Background: an optimization exercise with open tools, aiming at small area, a short achievable clock period and few clock cycles per item. Do not read the settings as production practice.
RTL that was checked went through simulation tests only; none was proved equivalent to the original.
No activity file was given, so power comes from the tool's default toggle rates.

run 1:
## booth_multiplier
module booth_multiplier(clk, reset_n, multiplier, multiplicand, op_start, op_clear, op_done, result);
clock: 6.0 ns
lec_check: 0
cap_margin: 20
core_margin: 2
core_utilization: 40
setup_slack_margin: 3.6
slew_margin: 20
tns_end_percent: 5
standard.sh (not shown) runs the stock make flow with config.mk's settings and CLKGATE_MAP_FILE= SYNTH_SCRIPT=/design/flow/synth_recipe.tcl, a recipe that flattens the netlist after the stock synthesis.
==> flow/flow/run.sh <==
#!/bin/bash
# Standard ORFS layout, with the port buffers made of the smallest buffer cell.
set -euo pipefail
cd "$(dirname "$0")/.."
bash standard.sh 'BUFFER_PORTS_ARGS=-buffer_cell sky130_fd_sc_hd__buf_1' finish > standard_flow.log 2>&1
Run 1 was carried through to the last stage, and its layout satisfied the timing, DRC and antenna checks.
Input changes introduced in run 2 (baseline for comparison: run 1):
# run 1
export LEC_CHECK = 0
export CAP_MARGIN = 20
export CORE_MARGIN = 2
export CORE_UTILIZATION = 40
export SETUP_SLACK_MARGIN = 3.6
export SLEW_MARGIN = 20
export TNS_END_PERCENT = 5
create_clock -name core_clock -period 6.0 [get_ports {clk}]
# run 2
export LEC_CHECK = 0
export CAP_MARGIN = 20
export CORE_MARGIN = 2
export CORE_UTILIZATION = 40
export CTS_BUF_LIST = sky130_fd_sc_hd__clkbuf_4 sky130_fd_sc_hd__clkbuf_8
export SLEW_MARGIN = 20
create_clock -name core_clock -period 6.0 [get_ports {clk}]
### Flow results
On aggregate routed wire length, run 2 does better than run 1.
Relative to run 1, the final cell area reported for run 2 is lower.
| sequential cell fraction of total power | run 2 vs run 1 | 2.5 points higher |
Compared with run 1, in run 2 final-report setup violation count did not really move; relative contribution of the clock network to total power up 1.4 points; total power draw saw a decrease; via count decreased by 1340 relative to the old numbers.
First-pass GRT wire length for run 2: about 11% down relative to run 1
Per the comparison of run 2 with run 1, non-clock buffer count went down; number of ports placed on the die boundary has remained practically unchanged.
For run 3, these inputs were changed with respect to run 2:
# run 2
export LEC_CHECK = 0
export CAP_MARGIN = 20
export CORE_MARGIN = 2
export CORE_UTILIZATION = 40
export CTS_BUF_LIST = sky130_fd_sc_hd__clkbuf_4 sky130_fd_sc_hd__clkbuf_8
export SLEW_MARGIN = 20
create_clock -name core_clock -period 6.0 [get_ports {clk}]
# run 3
export LEC_CHECK = 0
export CAP_MARGIN = 20
export CORE_MARGIN = 2
export CORE_UTILIZATION = 40
export SETUP_SLACK_MARGIN = 2.8
export SLEW_MARGIN = 20
export TNS_END_PERCENT = 5
create_clock -name core_clock -period 6.0 [get_ports {clk}]
- Diff run 2 -> run 3: worst setup slack increased 0.79 ns, critical path depth grew by 1.
- Of run 3 and run 2, it is run 3 that has the higher proportion of total power due to net switching.
- Run 3 against run 2: clock latency of the later-clocked register in the worst-skew pair -0.08 ns, part of the power in combinational logic +2.6 points.
- Compared with run 2, run 3 degrades routed wire length.
Changes in run 4 relative to run 3:
# run 3
export LEC_CHECK = 0
export CAP_MARGIN = 20
export CORE_MARGIN = 2
export CORE_UTILIZATION = 40
export SETUP_SLACK_MARGIN = 2.8
export SLEW_MARGIN = 20
export TNS_END_PERCENT = 5
create_clock -name core_clock -period 6.0 [get_ports {clk}]
# run 4
export LEC_CHECK = 0
export CAP_MARGIN = 20
export CORE_MARGIN = 2
export CORE_UTILIZATION = 40
export SETUP_SLACK_MARGIN = 2.2
export SLEW_MARGIN = 20
export TNS_END_PERCENT = 5
create_clock -name core_clock -period 6.0 [get_ports {clk}]
Findings:
Run 4 was carried through to the last stage, and its layout satisfied the timing, DRC and antenna checks.
Delta (run 4 minus run 3): cell area after layout down about 4.3%, total power divided by cell area increased by about 0.6% relative to the old numbers.
The part of the total power dissipated in the clock network in run 4 sits 0.4 points above the value recorded for run 3.
No functional check of the RTL was part of any run of this note.

middle:
Another version of the RTL of booth_multiplier (not shown whole).
Size in the first run: ~2500 cells after synthesis, roughly 230 flip-flops.
==> flow/config.mk <==
export PLATFORM = sky130hd
export DESIGN_NAME = booth_multiplier
export DESIGN_NICKNAME = booth_multiplier
export VERILOG_FILES = /design/flow/design.v
export SDC_FILE = /design/flow/constraint.sdc
export NUM_CORES = 4
export LEC_CHECK = 0
export CAP_MARGIN = 20
export CORE_MARGIN = 2
export CORE_UTILIZATION = 40
export SETUP_SLACK_MARGIN = 3.1
export SLEW_MARGIN = 20
export SYNTH_HIERARCHICAL = 1
export TNS_END_PERCENT = 5
==> flow/constraint.sdc <==
create_clock -name core_clock -period 6.0 [get_ports {clk}]
set_input_delay 1.2000 -clock core_clock [delete_from_list [all_inputs] [get_ports {clk}]]
set_output_delay 1.2000 -clock core_clock [all_outputs]
set_load 0.01 [all_outputs]
Scripts as last shown in full above: flow/flow/run.sh
middle finished end to end and its layout was clean on timing, DRC and antenna.
Testbench counts of middle, summed over its fixed seeds: cycles 5,632, items 512.
The inputs of west differ from those of middle as listed below.
- an added CTS_CLUSTER_DIAMETER of 70
- a change of SETUP_SLACK_MARGIN from 3.1 to 3.2
- an added CTS_CLUSTER_SIZE of 24
Results
- west ended up with a higher combinational group share of total power than middle did.
- Between west and middle, the difference in layout net count is negligible.
- Clock group share of total power: west < middle
- Taking middle as the reference, in west switching power summed over all nets shows no meaningful change, sum of routed wire length over all layers shows a reduction of 0.48%, number of sequential cells in the layout shows no meaningful change.
- Delta (west minus middle): source-to-sink clock delay at the later pin of the worst-skew pair held steady; clock buffer count in the final layout shrank by about 17%; filler cell count shrank by 21; mean routed wirelength per cell held steady.
- Compared with middle, west has less setup slack.

==> separate check: timing with driven ports <==
No port has a modelled driver above. Below, the same layouts with a new extraction and two added sets of constraints.
Step 1: set_driving_cell puts a clkbuf_16 on clk and a buf_2 on each other input, an assumption about the parent block.
Step 2, shift: input delay + t, output delay - t, t = (earliest + latest rising clock arrival at the registers) / 2. This alone moves slack from input paths to output paths.
a / b / c = no drivers / after step 1 / after step 2; a / b = the first two.
run | t (ns) | slack for setup (ns) | hold WS [ns] | latest minus earliest clock arrival (ns) | worst data-port slew with drivers (ns)
run 1 | 0.645 | 2.770 / 2.770 / 2.770 | 0.495 / 0.467 / 0.495 | 0.025 / 0.025 | 0.09
run 2 | 0.714 | 1.971 / 1.971 / 1.971 | 0.481 / 0.501 / 0.501 | 0.056 / 0.057 | 0.11
run 3 | 0.644 | 2.763 / 2.763 / 2.763 | 0.493 / 0.493 / 0.493 | 0.039 / 0.040 | 0.13
run 4 | 0.634 | 2.125 / 2.125 / 2.125 | 0.489 / 0.489 / 0.489 | 0.032 / 0.032 | 0.11
middle | 0.635 | 2.820 / 2.840 / 2.205 | 0.511 / 0.511 / 0.511 | 0.015 / 0.015 | 0.08
west | 0.628 | 2.811 / 2.821 / 2.202 | 0.511 / 0.511 / 0.511 | 0.039 / 0.038 | 0.08
After both steps every run listed still meets setup and hold. For middle, which loses most, drivers alone change the setup slack by +0.020 ns; drivers and shift together by -0.615 ns.
